Context: an optimization exercise on an open-source flow, tuned for small area. The choices shown serve that exercise and are no tape-out recipe.
Only simulation tests tie the RTL to the original design; equivalence was not proved.
Power and IR drop assume default switching activity.

<file path="run.sh">
#!/bin/bash
# synth_recipe.tcl (not shown) runs the flow's synth.tcl, then flattens the netlist and writes it again
# the make line also repeats each setting of config.mk as NAME=value (left out here)
make -C /OpenROAD-flow-scripts/flow DESIGN_CONFIG=/design/flow/config.mk WORK_HOME=/design/flow/orfs CLKGATE_MAP_FILE= SYNTH_SCRIPT=/design/flow/synth_recipe.tcl finish
</file>
<file path="config.mk">
export PLATFORM = sky130hd
export DESIGN_NAME = RegisterFile
export DESIGN_NICKNAME = RegisterFile
export VERILOG_FILES = /design/flow/design.v
export SDC_FILE = /design/flow/constraint.sdc
export NUM_CORES = 4
export LEC_CHECK = 0
export CAP_MARGIN = 20
export CORE_MARGIN = 2
export CORE_UTILIZATION = 40
export CTS_BUF_LIST = sky130_fd_sc_hd__clkbuf_16
export CTS_CLUSTER_DIAMETER = 80
export CTS_CLUSTER_SIZE = 25
export SLEW_MARGIN = 20
export SYNTH_HIERARCHICAL = 1
</file>
<file path="constraint.sdc">
create_clock -name core_clock -period 4.0 [get_ports {clk}]
set_input_delay 0.8000 -clock core_clock [delete_from_list [all_inputs] [get_ports {clk}]]
set_output_delay 0.8000 -clock core_clock [all_outputs]
set_load 0.01 [all_outputs]
</file>
<file path="design.v">
module rf_hold (
    input  logic ld,
    input  logic hold,
    input  logic d,
    input  logic q,
    output logic y
);
    assign y = (ld & d) | (hold & q);
endmodule
module rf_aoi222 (
    input  logic [2:0] s,
    input  logic [2:0] d,
    output logic y
);
    assign y = ~((s[0] & d[0]) | (s[1] & d[1]) | (s[2] & d[2]));
endmodule
module rf_and3 (
    input  logic a,
    input  logic b,
    input  logic c,
    output logic y
);
    assign y = a & b & c;
endmodule
module rf_and2 (
    input  logic a,
    input  logic b,
    output logic y
);
    assign y = a & b;
endmodule
module rf_nand2 (
    input  logic a,
    input  logic b,
    output logic y
);
    assign y = ~(a & b);
endmodule
module rf_rbit (
    input  logic [31:0] s,
    input  logic [31:0] d,
    output logic y
);
    logic [10:0] n;
    for (genvar g = 0; g < 10; g++) begin : g_aoi
        rf_aoi222 u (.s(s[3*g+2:3*g]), .d(d[3*g+2:3*g]), .y(n[g]));
    end
    rf_aoi222 u_last (.s({s[31], s[31:30]}), .d({d[31], d[31:30]}), .y(n[10]));
    assign y = ~&n;
endmodule
module RegisterFile #(
    parameter DATA_WIDTH = 32,
    parameter NUM_REGISTERS = 32
)(
    input logic clk,
    input logic rst,
    input logic [4:0] readRegister1,
    input logic [4:0] readRegister2,
    input logic [4:0] writeRegister,
    input logic [DATA_WIDTH-1:0] writeData,
    input logic writeEnable,
    output logic [DATA_WIDTH-1:0] readData1,
    output logic [DATA_WIDTH-1:0] readData2
);
    logic [DATA_WIDTH-1:0] registers [0:NUM_REGISTERS-1];
    logic [DATA_WIDTH-1:0] nextRegisters [0:NUM_REGISTERS-1];
    logic [NUM_REGISTERS-1:0] valid;
    logic [NUM_REGISTERS-1:0] wsel;
    logic [NUM_REGISTERS-1:0] sel1 [0:1];
    logic [NUM_REGISTERS-1:0] sel2 [0:1];
    logic [NUM_REGISTERS-1:0] ld   [0:1];
    logic [NUM_REGISTERS-1:0] hold [0:1];
    logic [DATA_WIDTH-1:0] rd1, rd2;
    logic [NUM_REGISTERS-1:0] col [0:DATA_WIDTH-1];
    logic [3:0] r1_lo, r2_lo, w_lo;
    logic [7:0] r1_hi, r2_hi, w_hi;
    always_comb begin
        for (int k = 0; k < 4; k++) begin
            r1_lo[k] = (readRegister1[1:0] == k);
            r2_lo[k] = (readRegister2[1:0] == k);
            w_lo[k]  = (writeRegister[1:0] == k) && writeEnable;
        end
        for (int k = 0; k < 8; k++) begin
            r1_hi[k] = (readRegister1[4:2] == k);
            r2_hi[k] = (readRegister2[4:2] == k);
            w_hi[k]  = (writeRegister[4:2] == k);
        end
        for (int i = 0; i < NUM_REGISTERS; i++)
            wsel[i] = w_lo[i % 4] && w_hi[i / 4];
        for (int b = 0; b < DATA_WIDTH; b++)
            for (int i = 0; i < NUM_REGISTERS; i++)
                col[b][i] = registers[i][b];
    end
    for (genvar h = 0; h < 2; h++) begin : g_half
        for (genvar i = 0; i < NUM_REGISTERS; i++) begin : g_dec
            rf_and3  u_sel1 (.a(r1_lo[i % 4]), .b(r1_hi[i / 4]), .c(valid[i]), .y(sel1[h][i]));
            rf_and3  u_sel2 (.a(r2_lo[i % 4]), .b(r2_hi[i / 4]), .c(valid[i]), .y(sel2[h][i]));
            rf_and2  u_ld   (.a(w_lo[i % 4]),  .b(w_hi[i / 4]), .y(ld[h][i]));
            rf_nand2 u_hold (.a(w_lo[i % 4]),  .b(w_hi[i / 4]), .y(hold[h][i]));
        end
    end
    for (genvar i = 0; i < NUM_REGISTERS; i++) begin : g_row
        for (genvar b = 0; b < DATA_WIDTH; b++) begin : g_bit
            rf_hold u_hold (
                .ld(ld[b / 16][i]), .hold(hold[b / 16][i]), .d(writeData[b]),
                .q(registers[i][b]), .y(nextRegisters[i][b])
            );
        end
    end
    for (genvar b = 0; b < DATA_WIDTH; b++) begin : g_rd
        rf_rbit u_rd1 (.s(sel1[b / 16]), .d(col[b]), .y(rd1[b]));
        rf_rbit u_rd2 (.s(sel2[b / 16]), .d(col[b]), .y(rd2[b]));
    end
    always_ff @(posedge clk) begin
        for (int i = 0; i < NUM_REGISTERS; i++) begin
            registers[i] <= nextRegisters[i];
        end
    end
    always_ff @(posedge clk or posedge rst) begin
        if (rst) begin
            valid <= '0;
            readData1 <= '0;
            readData2 <= '0;
        end else begin
            readData1 <= rd1;
            readData2 <= rd2;
            valid <= valid | wsel;
        end
    end
endmodule
</file>
==> results of run 1 <==
## path summary, 6_finish.rpt
check / to / slack (ns) / from / cells after the start
setup / recovery: readData2[24] / 0.34 / readRegister2[0] / 8
hold / removal: registers[7][28] / 0.50 / registers[7][28] / 1
setup reg to reg: readData2[24] / 1.03 / valid[14] / 4
hold reg to reg: registers[7][28] / 0.50 / registers[7][28] / 1
max in group asynchronous: readData1[20] / 2.61 / rst / 3
min in group asynchronous: valid[4] / 0.60 / rst / 2
## state kept, by name, summed over array words and instances (netlist names)
name       flops
registers   1024
readData1     32
readData2     32
valid         32
## modules after synthesis, one instance, submodules excluded
module | copies in the design | flip-flops and latches | cells inside
RegisterFile | 1 | 1120 | 1199
rf_and2 | 64 | 0 | 1
rf_and3 | 128 | 0 | 1
rf_aoi222 | 704 | 0 | 1
rf_hold | 1024 | 0 | 1
rf_nand2 | 64 | 0 | 1
rf_rbit | 64 | 0 | 4
## routing by layer
layer,vias up,part of all wire
met5,-,0.00062
met4,16,0.058
met3,527,0.13
met2,3412,0.42
met1,20200,0.39
li1,16900,-
## through the flow
stage                     cells  total power (W)  area, µm²
after CTS                  5375           0.0252      49700
after global placement     5278           0.0186      48000
after detailed placement   5279           0.0187      48000
after global routing       5375           0.0262      49700
final                      5381           0.0253      49700
after floorplan            3439           0.0169      42400
## cells by family after synthesis
logic type	count (synthesis)
buffers and inverters	9
flip-flops	1120
AO/OA/AOI/OAI	1760
AND/OR/NAND/NOR	550
## layout by cell type, fill, tap and decap left out, drive strengths merged
cell type,instances
a21o,16
a222oi,704
a22o,1024
and2,66
and3,130
and3b,4
buf,348
bufinv,2
clkbuf,56
clkdlybuf4s50,100
clkinv,10
clkinvlp,4
dfrtp,96
dfxtp,1024
diode,6
inv,34
nand2,66
nand3,66
nand3b,5
nand4,128
nor2,4
nor2b,4
nor3,3
nor3b,9
o21bai,16
or3,64
or3b,1
## cell type report
| cell class | instances | share of cell area |
|---|---|---|
| Sequential cell | 1120 | 0.461 |
| Multi-Input combinational cell | 2310 | 0.392 |
| Timing Repair Buffer | 449 | 0.0772 |
| Tap cell | 1391 | 0.0350 |
| Clock buffer | 55 | 0.0277 |
| Clock inverter | 41 | 0.00609 |
| Inverter | 9 | 0.000730 |
| Antenna cell | 6 | 0.000302 |
## critical path, delay by kind of cell
| kind | cells | cell delay [ns] |
|---|---|---|
| AOI/OAI and AO/OA | 1 | 0.51 |
| and+or+nand+nor | 4 | 1.96 |
| buffers and inverters | 3 | 0.98 |
## report_power, final
group | switching [W] | leakage, nW | internal (W)
clock | 0.00393 | 0.882 | 0.00269
combinational | 0.00150 | 10.1 | 0.00190
sequential | 0.00193 | 9.75 | 0.0134
==> summary.txt, run 1 <==
Detailed routing
  • Wire per inst: 35.6 µm
  • Post-DRT Antenna Nets: 0
  • Starting DRT DRC Count: 9729
  • DRC Markers: 0
  • WL final: 192 mm
  • Vias: 41100
  • Vias/cell: 7.64
  • TritonRoute pass-1 iters: 13

Global route
  • GRT Total Usage: 0.335
  • Gr busiest metal: met2
  • Gr ovfl total: 0
  • Met1 Use GR: 0.469
  • Routing usage on met3: 0.0643
  • Initial antenna violation count: 17
  • First-pass GRT wire length: 270 mm
  • Number of global-route vias before repair: 36400
  • Largest net degree at the start of global routing: 50
  • GR Util met2: 0.500

Synth
  • Post-synth ARST share: 0.0857
  • Seq/Total Area, Yosys: 0.540
  • Synthesized flop and latch total: 1120
  • Main synth FF type: dfxtp_1
  • Synthesized area: 0.0424 mm²
  • Top-area cell type share of the netlist area: 0.483
  • Compound-gate portion of the synthesized area: 0.383
  • Xor/xnor cell area share of the yosys netlist: 0
  • Adder-cell area share of the yosys netlist: 0
  • Post-synth EDFFs: 0
  • Post-synthesis simple-gate area fraction: 0.0760
  • Syn_nets: 3489
  • Warnings from Yosys: 16
  • Synth Instances: 3439
  • Main combinational cell family by area after synthesis: compound AO/OA/AOI/OAI gates
  • Distinct cell type count after synthesis: 22
  • Most frequent cells after synthesis: 1024 x a22o_1, 1024 x dfxtp_1, 704 x a222oi_1
  • Multiplexer area fraction after synthesis: 0
  • Dominant cell type by area after synthesis: dfxtp_1
  • Dominant cells by area after synthesis: dfxtp_1 48%, a22o_1 21%, a222oi_1 17%, dfrtp_1 5.7%, and3_1 1.9%
  • Syn avg cell area: 12.3 µm²

STA
  • Unrepaired setup endpoints after global routing: false
  • Worst hold slack: 0.503 ns
  • Slew Viols, Final: 0
  • Total negative setup slack: 0 ns
  • PnR worst setup slack: 0.340 ns
  • Tmin final: 3.66 ns
  • Final Hold Viols: 0
  • Final period utilization: 0.915
  • Max Fclk: 0.273 GHz
  • Worst slew pin tran: 1.15 ns
  • Skew final: 0.0532 ns
  • Slew HR: 0.230
  • Final setup vio count: 0

Pwr
  • Leak pwr: 20.7 nW
  • Maximum vdd drop: 0.486 mV
  • Pwr per Cell Area: 510 mW/mm²

Clock tree
  • H-tree depth: 2
  • Deepest clock path buffer count: 3
  • Skew-Pair Late Insertion Delay: 0.72 ns
  • Root buffer cell: clkbuf_16
  • Post-CTS sizing: 0
  • Post-CTS Setup Inserts: 0
  • Clock slew at reported path FFs: 0.10 ns
  • Inserted Clock Buffers: 54
  • Hold_buf cts: 0
  • TritonCTS clock tree: built
  • Sink Count: 1120

Final layout
  • Register area: 0.0229 mm²
  • Final #Nets: 3994
  • Layout area overhead: 17.2%
  • Share of layout cells above drive strength 1: 0.108
  • Post-Route Utilization: 0.472
  • Filler cell count: 9601
  • Multi-input logic area: 0.0195 mm²

Critical path
  • CP peak stage delay: 0.63 ns
  • Crit path launch type: primary input
  • Worst Path Max Fanout: 11
  • Worst Setup End Kind: flop
  • WS Path Type: primary input to flop
  • Worst EP arrival: 4.27 ns
  • Crit-path cells: clkdlybuf4s50_1 > and2_1 > buf_12 > and3_1 > buf_4 > a222oi_1 > nand4_1 > or3_1
  • Data required, critical path: 4.61 ns
  • Critical path's slowest cell: nand4_1

Run
  • Max cap viols: 0

Floorplanning
  • Chip height: 330 µm
  • Io pins: 114
  • Site Rows: 119
  • Core area: 0.105 mm²
  • Starting Density: 0.403
  • Die extent in x: 330 µm
  • Die Area: 0.109 mm²

Placement
  • GPL Wtd Cong: 1.02
  • Post-DP HPWL: 124 mm
  • Port Buf Inserts: 113
  • Pre-CTS setup slack: -0.292 ns

Run status
  • Status: complete, no violations

Hold path
  • Hold Crit Class: flop to flop
==> run 2: changes to the inputs <==
==> flow/run.sh (new file) <==
#!/bin/bash
# The standard layout (standard.sh) with these changes, passed to the
# ORFS scripts through make variables and their environment:
# - synthesis is the standard one, run unchanged;
# - the port buffers are the smallest buffer (buf_1);
# - clock tree synthesis uses clkbuf_8 only, clusters of up to 16 sinks
#   within 60 um, and adds no dummy loads;
# - after synthesis the large buffers and inverters are don't-use, so that
#   repair_design buffers the wide select nets with small cells.
# Each step's output goes to its own log file here (synth.log, layout.log);
# ORFS's per-step logs are under orfs/logs/.
set -e
PLATFORM_DONT_USE="sky130_fd_sc_hd__probe_p_8 sky130_fd_sc_hd__probec_p_8 sky130_fd_sc_hd__lpflow_bleeder_1 sky130_fd_sc_hd__lpflow_clkbufkapwr_1 sky130_fd_sc_hd__lpflow_clkbufkapwr_16 sky130_fd_sc_hd__lpflow_clkbufkapwr_2 sky130_fd_sc_hd__lpflow_clkbufkapwr_4 sky130_fd_sc_hd__lpflow_clkbufkapwr_8 sky130_fd_sc_hd__lpflow_clkinvkapwr_1 sky130_fd_sc_hd__lpflow_clkinvkapwr_16 sky130_fd_sc_hd__lpflow_clkinvkapwr_2 sky130_fd_sc_hd__lpflow_clkinvkapwr_4 sky130_fd_sc_hd__lpflow_clkinvkapwr_8 sky130_fd_sc_hd__lpflow_decapkapwr_12 sky130_fd_sc_hd__lpflow_decapkapwr_3 sky130_fd_sc_hd__lpflow_decapkapwr_4 sky130_fd_sc_hd__lpflow_decapkapwr_6 sky130_fd_sc_hd__lpflow_decapkapwr_8 sky130_fd_sc_hd__lpflow_inputiso0n_1 sky130_fd_sc_hd__lpflow_inputiso0p_1 sky130_fd_sc_hd__lpflow_inputiso1n_1 sky130_fd_sc_hd__lpflow_inputiso1p_1 sky130_fd_sc_hd__lpflow_inputisolatch_1 sky130_fd_sc_hd__lpflow_isobufsrc_1 sky130_fd_sc_hd__lpflow_isobufsrc_16 sky130_fd_sc_hd__lpflow_isobufsrc_2 sky130_fd_sc_hd__lpflow_isobufsrc_4 sky130_fd_sc_hd__lpflow_isobufsrc_8 sky130_fd_sc_hd__lpflow_isobufsrckapwr_16 sky130_fd_sc_hd__lpflow_lsbuf_lh_hl_isowell_tap_1 sky130_fd_sc_hd__lpflow_lsbuf_lh_hl_isowell_tap_2 sky130_fd_sc_hd__lpflow_lsbuf_lh_hl_isowell_tap_4 sky130_fd_sc_hd__lpflow_lsbuf_lh_isowell_4 sky130_fd_sc_hd__lpflow_lsbuf_lh_isowell_tap_1 sky130_fd_sc_hd__lpflow_lsbuf_lh_isowell_tap_2 sky130_fd_sc_hd__lpflow_lsbuf_lh_isowell_tap_4"
EXTRA_DONT_USE="sky130_fd_sc_hd__buf_6 sky130_fd_sc_hd__buf_8 sky130_fd_sc_hd__buf_12 sky130_fd_sc_hd__buf_16 sky130_fd_sc_hd__bufbuf_8 sky130_fd_sc_hd__bufbuf_16 sky130_fd_sc_hd__bufinv_8 sky130_fd_sc_hd__bufinv_16 sky130_fd_sc_hd__inv_8 sky130_fd_sc_hd__inv_12 sky130_fd_sc_hd__inv_16 sky130_fd_sc_hd__clkinv_8 sky130_fd_sc_hd__clkinv_16"
export BUFFER_PORTS_ARGS="-buffer_cell sky130_fd_sc_hd__buf_1"
export CTS_ARGS="-sink_clustering_enable -repair_clock_nets -dont_use_dummy_load -buf_list {sky130_fd_sc_hd__clkbuf_8} -sink_clustering_size 16 -sink_clustering_max_diameter 60"
bash standard.sh synth > synth.log 2>&1
bash standard.sh "DONT_USE_CELLS=$PLATFORM_DONT_USE $EXTRA_DONT_USE" finish > layout.log 2>&1
==> standard.sh (new file) <==
#!/bin/bash
# synth_recipe.tcl (not shown) runs the flow's synth.tcl, then flattens the netlist and writes it again
# the make line also repeats each setting of config.mk as NAME=value (left out here)
make -C /OpenROAD-flow-scripts/flow DESIGN_CONFIG=/design/flow/config.mk WORK_HOME=/design/flow/orfs CLKGATE_MAP_FILE= SYNTH_SCRIPT=/design/flow/synth_recipe.tcl "${@:-finish}"
--- a/config.mk
+++ b/config.mk
@@ -9,7 +9,5 @@
 export CORE_MARGIN = 2
 export CORE_UTILIZATION = 40
-export CTS_BUF_LIST = sky130_fd_sc_hd__clkbuf_16
-export CTS_CLUSTER_DIAMETER = 80
-export CTS_CLUSTER_SIZE = 25
+export GPL_TIMING_DRIVEN = 0
 export SLEW_MARGIN = 20
 export SYNTH_HIERARCHICAL = 1
removed: run.sh
==> run 2 against run 1 <==
Critical path type unchanged. Still clean on timing, DRC and antenna. Critical endpoint is now readData1[19]. Hold slack got worse by 0.26 ns. Synthesized area did not move. Largest cell class unchanged. Combinational power fell by 9.4%. Die area did not move.
==> summary.txt, run 2 <==
Run status
  • Status: complete, no violations (unchanged)

Synth
  • Main synth FF type: dfxtp_1 (unchanged)
  • Most frequent cells after synthesis: 1024 x a22o_1, 1024 x dfxtp_1, 704 x a222oi_1 (unchanged)
  • Distinct cell type count after synthesis: 22 (unchanged)
  • Warnings from Yosys: 16 (unchanged)
  • Top-area cell type share of the netlist area: 0.483 (unchanged)
  • Syn avg cell area: 12.3 µm² (unchanged)
  • Post-synth ARST share: 0.0857 (unchanged)
  • Dominant cell type by area after synthesis: dfxtp_1 (unchanged)
  • Synthesized area: 0.0424 mm² (unchanged)
  • Dominant cells by area after synthesis: dfxtp_1 48%, a22o_1 21%, a222oi_1 17%, dfrtp_1 5.7%, and3_1 1.9% (unchanged)
  • Synthesized flop and latch total: 1120 (unchanged)
  • Syn_nets: 3489 (unchanged)
  • Seq/Total Area, Yosys: 0.540 (unchanged)
  • Post-synth EDFFs: 0 (unchanged)
  • Synth Instances: 3439 (unchanged)

STA
  • Slew Viols, Final: 0 (unchanged)
  • PnR worst setup slack: 0.817 ns (was 0.340 ns)
  • Unrepaired setup endpoints after global routing: false (unchanged)
  • Final period utilization: 0.796 (was 0.915)
  • Total negative setup slack: 0 ns (unchanged)
  • Worst slew pin tran: 1.13 ns (was 1.15 ns)
  • Slew HR: 0.244 (was 0.230)
  • Skew final: 0.0711 ns (was 0.0532 ns)
  • Max Fclk: 0.314 GHz (was 0.273 GHz)
  • Final Hold Viols: 0 (unchanged)
  • Tmin final: 3.18 ns (was 3.66 ns)
  • Final setup vio count: 0 (unchanged)

Critical path
  • R2R Path Start: valid[12] (was valid[14])
  • Worst Setup End Kind: flop (unchanged)
  • Worst EP arrival: 3.82 ns (was 4.27 ns)
  • Data required, critical path: 4.63 ns (was 4.61 ns)
  • WS Path Type: primary input to flop (unchanged)
  • CP Launch Point: readRegister1[1] (was readRegister2[0])
  • Crit path launch type: primary input (unchanged)
  • Worst Path Max Fanout: 16 (was 11)
  • Worst R2R Path Depth: 4 (unchanged)

Final layout
  • Layout area overhead: 9.15% (was 17.2%)
  • Post-Route Utilization: 0.440 (was 0.472)
  • Reg with most FFs: registers (unchanged)
  • Number of flip-flops under the largest register name: 1024 (unchanged)
  • Filler cell count: 9873 (was 9601)
  • Most frequent cells in the layout: 1024 x a22o_1, 1024 x dfxtp_1, 704 x a222oi_1 (unchanged)
  • Share of layout cells above drive strength 1: 0.0494 (was 0.108)
  • Final #Nets: 3734 (was 3994)

Pwr
  • Register share of total power: 0.627 (was 0.605)
  • Pwr per Cell Area: 523 mW/mm² (was 510 mW/mm²)
  • Sw Ratio: 0.289 (was 0.290)
  • P_int: 0.0172 W (was 0.0180 W)
  • Leak pwr: 18.8 nW (was 20.7 nW)
  • Psw: 0.00700 W (was 0.00736 W)
  • Clock power frac: 0.246 (was 0.261)
  • Maximum vdd drop: 0.324 mV (was 0.486 mV)
  • Comb pwr share: 0.127 (was 0.134)

Clock tree
  • Inserted Clock Buffers: 99 (was 54)
  • Skew-Pair Late Insertion Delay: 0.81 ns (was 0.72 ns)
  • Post-CTS Setup Inserts: 0 (unchanged)
  • TritonCTS clock tree: built (unchanged)
  • Root buffer cell: clkbuf_8 (was clkbuf_16)
  • Clock slew at reported path FFs: 0.10 ns (about the same)
  • Sink Count: 1120 (unchanged)
  • Deepest clock path buffer count: 3 (unchanged)
  • H-tree depth: 3 (was 2)

Global route
  • Number of global-route vias before repair: 35600 (was 36400)
  • Initial antenna violation count: 25 (was 17)
  • Gr ovfl total: 0 (unchanged)
  • Largest net degree at the start of global routing: 60 (was 50)
  • GRT Total Usage: 0.303 (was 0.335)
  • First-pass GRT wire length: 250 mm (was 270 mm)

Placement
  • Port Buf Inserts: 113 (unchanged)
  • Pre-CTS setup slack: 0.317 ns (was -0.292 ns)
  • Post-DP HPWL: 111 mm (was 124 mm)
  • GPL Wtd Cong: 0.963 (was 1.02)

Run
  • Max cap viols: 0 (unchanged)

Detailed routing
  • Vias/cell: 7.69 (was 7.64)
  • Vias: 39100 (was 41100)
  • Starting DRT DRC Count: 8545 (was 9729)
  • DRC Markers: 0 (unchanged)
  • Wire per inst: 34.0 µm (was 35.6 µm)
  • Post-DRT Antenna Nets: 0 (unchanged)
  • TritonRoute pass-1 iters: 14 (was 13)
  • WL final: 173 mm (was 192 mm)

Hold path
  • WHS Path Cells: 2 (was 1)
  • Hold Startpoint: writeData[29] (was registers[7][28])
  • Hold Crit Class: primary input to flop (was flop to flop)

Floorplanning
  • Die extent in x: 330 µm (unchanged)
  • Chip height: 330 µm (unchanged)
  • Io pins: 114 (unchanged)
  • Starting Density: 0.403 (unchanged)
  • Die Area: 0.109 mm² (unchanged)
  • Core area: 0.105 mm² (unchanged)
  • Site Rows: 119 (unchanged)
## run 2: worst paths after layout
| check | to | slack (ns) |
|---|---|---|
| min in group asynchronous | valid[2] | 0.56 |
| min reg2reg | registers[22][13] | 0.50 |
| max in group asynchronous | readData1[6] | 2.16 |
| max | readData1[19] | 0.82 |
| max reg2reg | readData1[19] | 1.12 |
| min | registers[12][29] | 0.25 |
## run 2: critical path: stages
cell,delay [ns]
buf_1,0.38
nor2_2,0.31
and3_1,0.51
a222oi_1,0.83
nand4_1,0.46
or3_1,0.50
## run 2: cells by family (layout without fill, tap and decap cells)
| logic type | after synthesis | after routing | share of synthesized area |
|---|---|---|---|
| AO/OA/AOI/OAI | 1760 | 1760 | 0.383 |
| other | 0 | 13 | 0 |
| AND/OR/NAND/NOR | 550 | 550 | 0.0760 |
| flip-flops | 1120 | 1120 | 0.540 |
| buffers and inverters | 9 | 252 | 0.000796 |
## run 2: area by class of cell
cell class,count,area (µm²),area share
flip-flops and latches,1120,22900,0.495
repair buffers,144,687,0.0148
clock buffers,99,1360,0.0294
multi-input cells,2310,19500,0.422
inverters,9,38.8,0.000838
well taps,1391,1740,0.0376
diodes,13,32.5,0.000703
## run 2: power by group through the flow
stage	Sequential, W	Clock, W	Combinational [W]
floorplan	0.0149	0	0.00201
global placement	0.0153	0	0.00289
detailed placement	0.0153	0	0.00301
CTS	0.0151	0.00604	0.00301
global route	0.0154	0.00642	0.00329
finish	0.0152	0.00596	0.00308
## run 2: metrics by stage
| step | power, W | instances | cell area [µm²] | hold slack (ns) |
|---|---|---|---|---|
| 2_1_floorplan | 0.0169 | 3439 | 42400 | 0.460 |
| 6_report | 0.0242 | 5086 | 46300 | 0.245 |
| 5_1_grt | 0.0251 | 5075 | 46300 | 0.247 |
| 4_1_cts | 0.0241 | 5073 | 46300 | 0.199 |
| 3_3_place_gp | 0.0181 | 4943 | 44600 | 0.472 |
| 3_5_place_dp | 0.0183 | 4973 | 44900 | 0.475 |
## run 2: layer usage
layer  part of all wire  GRT usage  vias up
met5            0.00076          0        -
met4              0.041      0.109       24
met3               0.12     0.0722      364
met2               0.43      0.450     2841
met1               0.41      0.427    19600
li1                   -          -    16300
## run 2: repair_timing
item	in CTS	in global routing
gates resized for setup	0	0
hold buffers	1	0
endpoints found under the hold margin	16	0
## run 2: Yosys stat by module, one instance, submodules excluded, a selection
module,times used,flip-flops and latches,area [µm²]
rf_and2,64,0,6.26
rf_and3,128,0,6.26
rf_aoi222,704,0,10.0
rf_hold,1024,0,8.76
rf_nand2,64,0,3.75
rf_rbit,64,0,23.8
==> run 3: changes to the inputs <==
--- a/flow/run.sh
+++ b/flow/run.sh
@@ -4,6 +4,6 @@
 # - synthesis is the standard one, run unchanged;
 # - the port buffers are the smallest buffer (buf_1);
-# - clock tree synthesis uses clkbuf_8 only, clusters of up to 16 sinks
-#   within 60 um, and adds no dummy loads;
+# - clock tree synthesis uses clkbuf_16 only, clusters of up to 25 sinks
+#   within 80 um, and adds no dummy loads;
 # - after synthesis the large buffers and inverters are don't-use, so that
 #   repair_design buffers the wide select nets with small cells.
@@ -14,5 +14,5 @@
 EXTRA_DONT_USE="sky130_fd_sc_hd__buf_6 sky130_fd_sc_hd__buf_8 sky130_fd_sc_hd__buf_12 sky130_fd_sc_hd__buf_16 sky130_fd_sc_hd__bufbuf_8 sky130_fd_sc_hd__bufbuf_16 sky130_fd_sc_hd__bufinv_8 sky130_fd_sc_hd__bufinv_16 sky130_fd_sc_hd__inv_8 sky130_fd_sc_hd__inv_12 sky130_fd_sc_hd__inv_16 sky130_fd_sc_hd__clkinv_8 sky130_fd_sc_hd__clkinv_16"
 export BUFFER_PORTS_ARGS="-buffer_cell sky130_fd_sc_hd__buf_1"
-export CTS_ARGS="-sink_clustering_enable -repair_clock_nets -dont_use_dummy_load -buf_list {sky130_fd_sc_hd__clkbuf_8} -sink_clustering_size 16 -sink_clustering_max_diameter 60"
+export CTS_ARGS="-sink_clustering_enable -repair_clock_nets -dont_use_dummy_load -buf_list {sky130_fd_sc_hd__clkbuf_16} -sink_clustering_size 25 -sink_clustering_max_diameter 80"
 bash standard.sh synth > synth.log 2>&1
 bash standard.sh "DONT_USE_CELLS=$PLATFORM_DONT_USE $EXTRA_DONT_USE" finish > layout.log 2>&1
--- a/config.mk
+++ b/config.mk
@@ -8,5 +8,5 @@
 export CAP_MARGIN = 20
 export CORE_MARGIN = 2
-export CORE_UTILIZATION = 40
+export CORE_UTILIZATION = 55
 export GPL_TIMING_DRIVEN = 0
 export SLEW_MARGIN = 20
==> run 3 against run 2 <==
Still clean on timing, DRC and antenna. Combinational power up 4%. Clock power is 2% lower. Routed wire length increased by 3.8%. Synthesized area stayed put. Worst setup slack worse by 0.22 ns. Largest cell class unchanged.
==> summary.txt, run 3 <==
Clock tree
  • Inserted Clock Buffers: 51 (was 99)
  • Hold_buf cts: 0 (was 1)
  • Deepest clock path buffer count: 3 (unchanged)
  • Clock slew at reported path FFs: 0.10 ns (about the same)
  • H-tree depth: 2 (was 3)
  • Post-CTS sizing: 0 (unchanged)
  • Sink Count: 1120 (unchanged)
  • TritonCTS clock tree: built (unchanged)
  • Post-CTS Setup Inserts: 0 (unchanged)
  • Root buffer cell: clkbuf_16 (was clkbuf_8)
  • Skew-Pair Late Insertion Delay: 0.68 ns (was 0.81 ns)

STA
  • Skew final: 0.0465 ns (was 0.0711 ns)
  • Worst slew pin tran: 1.13 ns (about the same)
  • Slew HR: 0.247 (was 0.244)
  • Final period utilization: 0.850 (was 0.796)
  • Final Hold Viols: 0 (unchanged)
  • Slew Viols, Final: 0 (unchanged)
  • Tmin final: 3.40 ns (was 3.18 ns)
  • Max Fclk: 0.294 GHz (was 0.314 GHz)
  • Worst hold slack: 0.110 ns (was 0.245 ns)
  • Final setup vio count: 0 (unchanged)
  • Unrepaired setup endpoints after global routing: false (unchanged)

Detailed routing
  • Wire per inst: 38.5 µm (was 34.0 µm)
  • DRC Markers: 0 (unchanged)
  • Vias/cell: 8.67 (was 7.69)
  • WL final: 179 mm (was 173 mm)
  • TritonRoute pass-1 iters: 12 (was 14)
  • Starting DRT DRC Count: 9922 (was 8545)
  • Vias: 40400 (was 39100)
  • Post-DRT Antenna Nets: 0 (unchanged)

Floorplanning
  • Die Area: 0.0794 mm² (was 0.109 mm²)
  • Starting Density: 0.557 (was 0.403)
  • Site Rows: 101 (was 119)
  • Io pins: 114 (unchanged)
  • Core area: 0.0762 mm² (was 0.105 mm²)
  • Chip height: 282 µm (was 330 µm)
  • Die extent in x: 282 µm (was 330 µm)

Synth
  • Top-area cell type share of the netlist area: 0.483 (unchanged)
  • Most frequent cells after synthesis: 1024 x a22o_1, 1024 x dfxtp_1, 704 x a222oi_1 (unchanged)
  • Main synth FF type: dfxtp_1 (unchanged)
  • Syn_nets: 3489 (unchanged)
  • Dominant cells by area after synthesis: dfxtp_1 48%, a22o_1 21%, a222oi_1 17%, dfrtp_1 5.7%, and3_1 1.9% (unchanged)
  • Seq/Total Area, Yosys: 0.540 (unchanged)
  • Synthesized area: 0.0424 mm² (unchanged)
  • Syn avg cell area: 12.3 µm² (unchanged)
  • Dominant cell type by area after synthesis: dfxtp_1 (unchanged)
  • Warnings from Yosys: 16 (unchanged)
  • Synthesized flop and latch total: 1120 (unchanged)
  • Distinct cell type count after synthesis: 22 (unchanged)
  • Synth Instances: 3439 (unchanged)
  • Post-synth EDFFs: 0 (unchanged)
  • Post-synth ARST share: 0.0857 (unchanged)

Global route
  • First-pass GRT wire length: 256 mm (was 250 mm)
  • GRT Total Usage: 0.432 (was 0.303)
  • Initial antenna violation count: 20 (was 25)
  • Number of global-route vias before repair: 36300 (was 35600)
  • Largest net degree at the start of global routing: 64 (was 60)
  • Gr ovfl total: 0 (unchanged)

Pwr
  • Comb pwr share: 0.132 (was 0.127)
  • Pwr per Cell Area: 531 mW/mm² (was 523 mW/mm²)
  • Leak pwr: 18.7 nW (was 18.8 nW)
  • Psw: 0.00695 W (was 0.00700 W)
  • P_int: 0.0173 W (was 0.0172 W)
  • Clock power frac: 0.242 (was 0.246)
  • Sw Ratio: 0.286 (was 0.289)
  • Maximum vdd drop: 0.388 mV (was 0.324 mV)
  • Register share of total power: 0.627 (about the same)

Final layout
  • Multi-input logic area: 0.0195 mm² (about the same)
  • Final #Nets: 3676 (was 3734)
  • Filler cell count: 6171 (was 9873)
  • Reg with most FFs: registers (unchanged)
  • Most frequent cells in the layout: 1024 x a22o_1, 1024 x dfxtp_1, 704 x a222oi_1 (unchanged)
  • Layout area overhead: 7.70% (was 9.15%)
  • Finished Layout Cells: 4660 (was 5086)
  • Share of layout cells above drive strength 1: 0.0350 (was 0.0494)
  • Register area: 0.0229 mm² (unchanged)
  • Number of flip-flops under the largest register name: 1024 (unchanged)

Placement
  • Post-DP HPWL: 113 mm (was 111 mm)
  • DP Cell Count: 4603 (was 4973)
  • Port Buf Inserts: 113 (unchanged)
  • GPL Wtd Cong: 0.999 (was 0.963)

Critical path
  • CP delay by family, top: simple AND/OR/NAND/NOR gates (unchanged)
  • Crit path launch type: primary input (unchanged)
  • Crit-path cells: buf_1 > and2_1 > and3_1 > a222oi_1 > nand4_1 > or3_1 (was buf_1 > nor2_2 > and3_1 > a222oi_1 > nand4_1 > or3_1)
  • Critical path's slowest cell: a222oi_1 (unchanged)
  • Worst Path Max Fanout: 16 (unchanged)
  • Data required, critical path: 4.56 ns (was 4.63 ns)
  • Worst R2R Path Depth: 4 (unchanged)
  • Crit path depth: 6 (unchanged)
  • FF-to-FF setup slack: 1.00 ns (was 1.12 ns)
  • Worst EP arrival: 3.96 ns (was 3.82 ns)
  • Worst Setup End Kind: flop (unchanged)
  • CP peak stage delay: 1.02 ns (was 0.83 ns)
  • CP bufs+invs: 1 (unchanged)
  • WS Path Type: primary input to flop (unchanged)

Run status
  • Status: complete, no violations (unchanged)

Run
  • Max cap viols: 0 (unchanged)

Hold path
  • Hold Crit Class: primary input to asynchronous set/reset pin (was primary input to flop)
[run 3: cell counts after synthesis]
Identical to the previous run, type by type.
[run 3: per-module statistics from Yosys, one instance, submodules excluded]
module / cell area [µm²] / copies in the design / flip-flops and latches / cells inside
rf_hold: 8.76 / 1024 / 0 / 1
rf_nand2: 3.75 / 64 / 0 / 1
RegisterFile: 23400 / 1 / 1120 / 1199
rf_and3: 6.26 / 128 / 0 / 1
rf_aoi222: 10.0 / 704 / 0 / 1
rf_and2: 6.26 / 64 / 0 / 1
rf_rbit: 23.8 / 64 / 0 / 4
[run 3: worst paths after layout]
check / startpoint / endpoint
hold reg to reg: registers[10][26] / registers[10][26]
hold / removal: rst / readData2[16]
max in group asynchronous: rst / valid[18]
min in group core_clock: writeData[12] / registers[23][12]
setup / recovery: readRegister1[0] / readData1[26]
setup reg to reg: valid[27] / readData2[26]
[run 3: cell families (layout without fill, tap and decap cells)]
| group | after synthesis | after routing | share of synthesized area |
|---|---|---|---|
| AO/OA/AOI/OAI | 1760 | 1760 | 0.383 |
| buffers and inverters | 9 | 194 | 0.000796 |
| flip-flops | 1120 | 1120 | 0.540 |
| other | 0 | 6 | 0 |
| AND/OR/NAND/NOR | 550 | 550 | 0.0760 |
[run 3: final cells by class]
cell class / count / area share
Timing Repair Buffer: 134 / 0.0135
Clock buffer: 51 / 0.0279
Multi-Input combinational cell: 2310 / 0.428
Sequential cell: 1120 / 0.501
Antenna cell: 6 / 0.000329
Tap cell: 1030 / 0.0282
Inverter: 9 / 0.000849
[run 3: power by group through the flow]
stage	sequential (W)	combinational, W	clock, W
after CTS	0.0151	0.00307	0.00584
final	0.0152	0.00319	0.00586
after global routing	0.0154	0.00334	0.00620
after detailed placement	0.0153	0.00306	0
after floorplan	0.0149	0.00201	0
after global placement	0.0151	0.00292	0
[run 3: metal layers]
layer	track usage	wire length, µm	share of wire
met3	0.126	28500	0.16
met2	0.611	72600	0.40
met5	0	120	0.00067
met4	0.240	12700	0.071
met1	0.590	65500	0.37
[run 3: metrics by stage]
stage | utilization | power (W) | area, µm² | worst slack [ns] | TNS (ns)
after floorplan | - | 0.0169 | 42400 | 0.695 | 0
after global placement | 0.579 | 0.0180 | 44100 | -0.495 | -85.67
after detailed placement | 0.582 | 0.0184 | 44400 | 0.201 | 0
after CTS | 0.599 | 0.0240 | 45600 | 0.842 | 0
after global routing | 0.599 | 0.0250 | 45700 | 0.755 | 0
final | 0.599 | 0.0243 | 45700 | 0.600 | 0
==> run 4: changes to the inputs <==
--- a/design.v
+++ b/design.v
@@ -14,4 +14,11 @@
 );
     assign y = ~((s[0] & d[0]) | (s[1] & d[1]) | (s[2] & d[2]));
+endmodule
+module rf_aoi22 (
+    input  logic [1:0] s,
+    input  logic [1:0] d,
+    output logic y
+);
+    assign y = ~((s[0] & d[0]) | (s[1] & d[1]));
 endmodule
 module rf_and3 (
@@ -46,5 +53,5 @@
         rf_aoi222 u (.s(s[3*g+2:3*g]), .d(d[3*g+2:3*g]), .y(n[g]));
     end
-    rf_aoi222 u_last (.s({s[31], s[31:30]}), .d({d[31], d[31:30]}), .y(n[10]));
+    rf_aoi22 u_last (.s(s[31:30]), .d(d[31:30]), .y(n[10]));
     assign y = ~&n;
 endmodule
==> run 4 against run 3 <==
Still clean. Clock power hardly changed. Combinational power barely moved. Synthesized cell count did not move. Synthesized area grew 0.38%. Critical path type unchanged. Non-clock buffer count down 3. Sequential share of layout area is 0.21 points lower.
==> summary.txt, run 4 <==
Floorplanning
  • Io pins: 114 (unchanged)
  • Chip height: 282 µm (about the same)
  • Site Rows: 102 (was 101)
  • Starting Density: 0.552 (was 0.557)
  • Core area: 0.0771 mm² (was 0.0762 mm²)
  • Die extent in x: 282 µm (about the same)
  • Die Area: 0.0797 mm² (was 0.0794 mm²)

Clock tree
  • Sink Count: 1120 (unchanged)
  • Post-CTS Setup Inserts: 0 (unchanged)
  • Deepest clock path buffer count: 3 (unchanged)
  • H-tree depth: 2 (unchanged)
  • Hold_buf cts: 0 (unchanged)
  • TritonCTS clock tree: built (unchanged)
  • Post-CTS sizing: 0 (unchanged)
  • Skew-Pair Late Insertion Delay: 0.67 ns (was 0.68 ns)
  • Root buffer cell: clkbuf_16 (unchanged)
  • Clock slew at reported path FFs: 0.10 ns (about the same)
  • Inserted Clock Buffers: 52 (was 51)

Placement
  • Pre-CTS setup slack: 0.146 ns (was 0.201 ns)
  • Port Buf Inserts: 113 (unchanged)
  • Post-DP HPWL: 114 mm (was 113 mm)
  • Placement Cell Area: 0.0445 mm² (was 0.0444 mm²)
  • GPL Wtd Cong: 1.01 (was 0.999)

Synth
  • Syn_nets: 3489 (unchanged)
  • Synth Instances: 3439 (unchanged)
  • Syn avg cell area: 12.4 µm² (was 12.3 µm²)
  • Main synth FF type: dfxtp_1 (unchanged)
  • Post-synth EDFFs: 0 (unchanged)
  • Warnings from Yosys: 16 (unchanged)
  • Synthesized flop and latch total: 1120 (unchanged)
  • Post-synth ARST share: 0.0857 (unchanged)
  • Top-area cell type share of the netlist area: 0.481 (was 0.483)
  • Distinct cell type count after synthesis: 23 (was 22)
  • Dominant cell type by area after synthesis: dfxtp_1 (unchanged)
  • Most frequent cells after synthesis: 1024 x a22o_1, 1024 x dfxtp_1, 640 x a222oi_1 (was 1024 x a22o_1, 1024 x dfxtp_1, 704 x a222oi_1)
  • Seq/Total Area, Yosys: 0.538 (was 0.540)
  • Dominant cells by area after synthesis: dfxtp_1 48%, a22o_1 21%, a222oi_1 15%, dfrtp_1 5.6%, and3_1 1.9% (was dfxtp_1 48%, a22o_1 21%, a222oi_1 17%, dfrtp_1 5.7%, and3_1 1.9%)
  • Synthesized area: 0.0426 mm² (was 0.0424 mm²)

Pwr
  • Pwr per Cell Area: 529 mW/mm² (was 531 mW/mm²)
  • Tot Pwr: 0.0243 W (about the same)
  • Leak pwr: 18.7 nW (about the same)
  • Maximum vdd drop: 0.417 mV (was 0.388 mV)

Detailed routing
  • Starting DRT DRC Count: 8297 (was 9922)
  • Wire per inst: 38.1 µm (was 38.5 µm)
  • Vias/cell: 8.59 (was 8.67)
  • TritonRoute pass-1 iters: 14 (was 12)
  • WL final: 178 mm (was 179 mm)
  • DRC Markers: 0 (unchanged)
  • Post-DRT Antenna Nets: 0 (unchanged)
  • Vias: 40100 (was 40400)

Final layout
  • Filler cell count: 6356 (was 6171)
  • Post-Route Utilization: 0.595 (was 0.599)
  • Most frequent cells in the layout: 1024 x a22o_1, 1024 x dfxtp_1, 640 x a222oi_1 (was 1024 x a22o_1, 1024 x dfxtp_1, 704 x a222oi_1)
  • Reg with most FFs: registers (unchanged)
  • Share of layout cells above drive strength 1: 0.0530 (was 0.0350)
  • Number of flip-flops under the largest register name: 1024 (unchanged)
  • Layout area overhead: 7.75% (was 7.70%)
  • Post-Layout Inst Area: 0.0459 mm² (was 0.0457 mm²)
  • Final #Nets: 3674 (was 3676)

Critical path
  • Data required, critical path: 4.52 ns (was 4.56 ns)
  • Crit-path cells: buf_1 > and2_1 > and3_1 > a222oi_1 > nand4_1 > or3_1 (unchanged)
  • CP bufs+invs: 1 (unchanged)
  • Worst EP arrival: 4.02 ns (was 3.96 ns)
  • Crit path launch type: primary input (unchanged)
  • Worst Setup End Kind: flop (unchanged)
  • WS Path Type: primary input to flop (unchanged)
  • CP delay by family, top: simple AND/OR/NAND/NOR gates (unchanged)
  • Worst Path Max Fanout: 16 (unchanged)
  • Critical path's slowest cell: a222oi_1 (unchanged)
  • CP peak stage delay: 1.01 ns (was 1.02 ns)

STA
  • Max Fclk: 0.286 GHz (was 0.294 GHz)
  • Worst slew pin tran: 1.21 ns (was 1.13 ns)
  • PnR worst setup slack: 0.502 ns (was 0.600 ns)
  • Final setup vio count: 0 (unchanged)
  • Final period utilization: 0.874 (was 0.850)
  • Skew final: 0.0434 ns (was 0.0465 ns)
  • Slew HR: 0.196 (was 0.247)
  • Tmin final: 3.50 ns (was 3.40 ns)
  • Final Hold Viols: 0 (unchanged)
  • Unrepaired setup endpoints after global routing: false (unchanged)
  • Slew Viols, Final: 0 (unchanged)

Global route
  • GRT Total Usage: 0.425 (was 0.432)
  • Routing usage on met3: 0.124 (was 0.126)
  • First-pass GRT wire length: 253 mm (was 256 mm)
  • Met1 Use GR: 0.563 (was 0.590)
  • Number of global-route vias before repair: 36700 (was 36300)
  • Gr ovfl total: 0 (unchanged)
  • Initial antenna violation count: 18 (was 20)
  • Gr busiest metal: met2 (unchanged)
  • Largest net degree at the start of global routing: 64 (unchanged)
  • GR Util met2: 0.615 (was 0.611)

Hold path
  • Hold Crit Class: primary input to asynchronous set/reset pin (unchanged)

Run status
  • Status: complete, no violations (unchanged)

Run
  • Max cap viols: 0 (unchanged)
[run 4: final cells by class]
cell class	count	area (µm²)	area share
Sequential cell	1120	22900	0.499
Clock buffer	52	1300	0.0284
Tap cell	1040	1300	0.0284
Multi-Input combinational cell	2310	19700	0.430
Antenna cell	10	25.0	0.000545
Timing Repair Buffer	131	594	0.0130
Inverter	9	38.8	0.000846
[run 4: logic make-up (layout without fill, tap and decap cells)]
kind of cell,after synthesis,after routing,synth area share
AO/OA/AOI/OAI,1760,1760,0.386
other,0,10,0
buffers and inverters,9,192,0.000793
flip-flops,1120,1120,0.538
AND/OR/NAND/NOR,550,550,0.0757
[run 4: final timing paths]
check / from / to / slack (ns) / cells after the start
min reg2reg: registers[7][0] / registers[7][0] / 0.50 / 1
max reg2reg: valid[3] / readData2[5] / 0.93 / 4
min: rst / readData1[13] / 0.11 / 2
max in group asynchronous: rst / readData1[18] / 2.69 / 3
min in group core_clock: writeData[22] / registers[14][22] / 0.40 / 2
max: readRegister2[0] / readData2[5] / 0.50 / 6
[run 4: per-stage QoR]
step,setup TNS [ns],cells,hold slack (ns)
after global routing,0,4662,0.136
after detailed placement,0,4610,0.478
after floorplan,0,3439,0.460
after CTS,0,4662,0.111
final,0,4672,0.114
after global placement,-71.71,4592,0.472
[run 4: per-module statistics from Yosys (local to each module, per instance)]
module        cells  times used
RegisterFile   1199           1
rf_and2           1          64
rf_and3           1         128
rf_aoi22          1          64
rf_aoi222         1         640
rf_hold           1        1024
rf_nand2          1          64
rf_rbit           4          64
[run 4: worst register-to-register path, delay by kind of cell (launching register included)]
| kind | cells | cell delay (ns) |
|---|---|---|
| and+or+nand+nor | 3 | 1.50 |
| AOI/OAI and AO/OA | 1 | 1.02 |
| DFF | 1 | 0.43 |
[run 4: metal layers]
layer / share of wire / up-vias
li1: - / 16100
met1: 0.36 / 19800
met2: 0.41 / 3611
met3: 0.15 / 566
met4: 0.075 / 20
met5: 0.00072 / -
[run 4: where the power goes]
group | switching [W] | total (W) | internal, W
logic | 0.00156 | 0.00319 | 0.00164
registers | 0.00181 | 0.0152 | 0.0134
clock network | 0.00355 | 0.00587 | 0.00232
total | 0.00691 | 0.0243 | 0.0173

what the ideal ports hide:
No port has a modelled driver above. Below, the same layouts with a new extraction and two added sets of constraints. Step 1: set_driving_cell puts a clkbuf_16 on clk and a buf_2 on each other input, an assumption about the parent block. Step 2 adds t to the input delays and takes it off the output delays; t is the mean of the earliest and latest rising clock arrival at the registers after step 1. Input paths then give back, and output paths get back, about the clock's delay inside the block. Three values: ideal, step 1, step 2; two values: the first two.
run | t (ns) | setup WS [ns] | pins driven straight from the clock port
run 1 | 0.768 | 0.340 / 0.386 / -0.381 | 1
run 2 | 0.848 | 0.817 / 0.863 / 0.015 | 1
run 3 | 0.724 | 0.600 / 0.651 / -0.073 | 1
run 4 | 0.721 | 0.502 / 0.549 / -0.172 | 1
Met with ideal ports but missed after step 2: setup timing in run 1, run 3 and run 4. For run 2, which loses most, drivers alone change the setup slack by +0.046 ns; drivers and shift together by -0.802 ns.
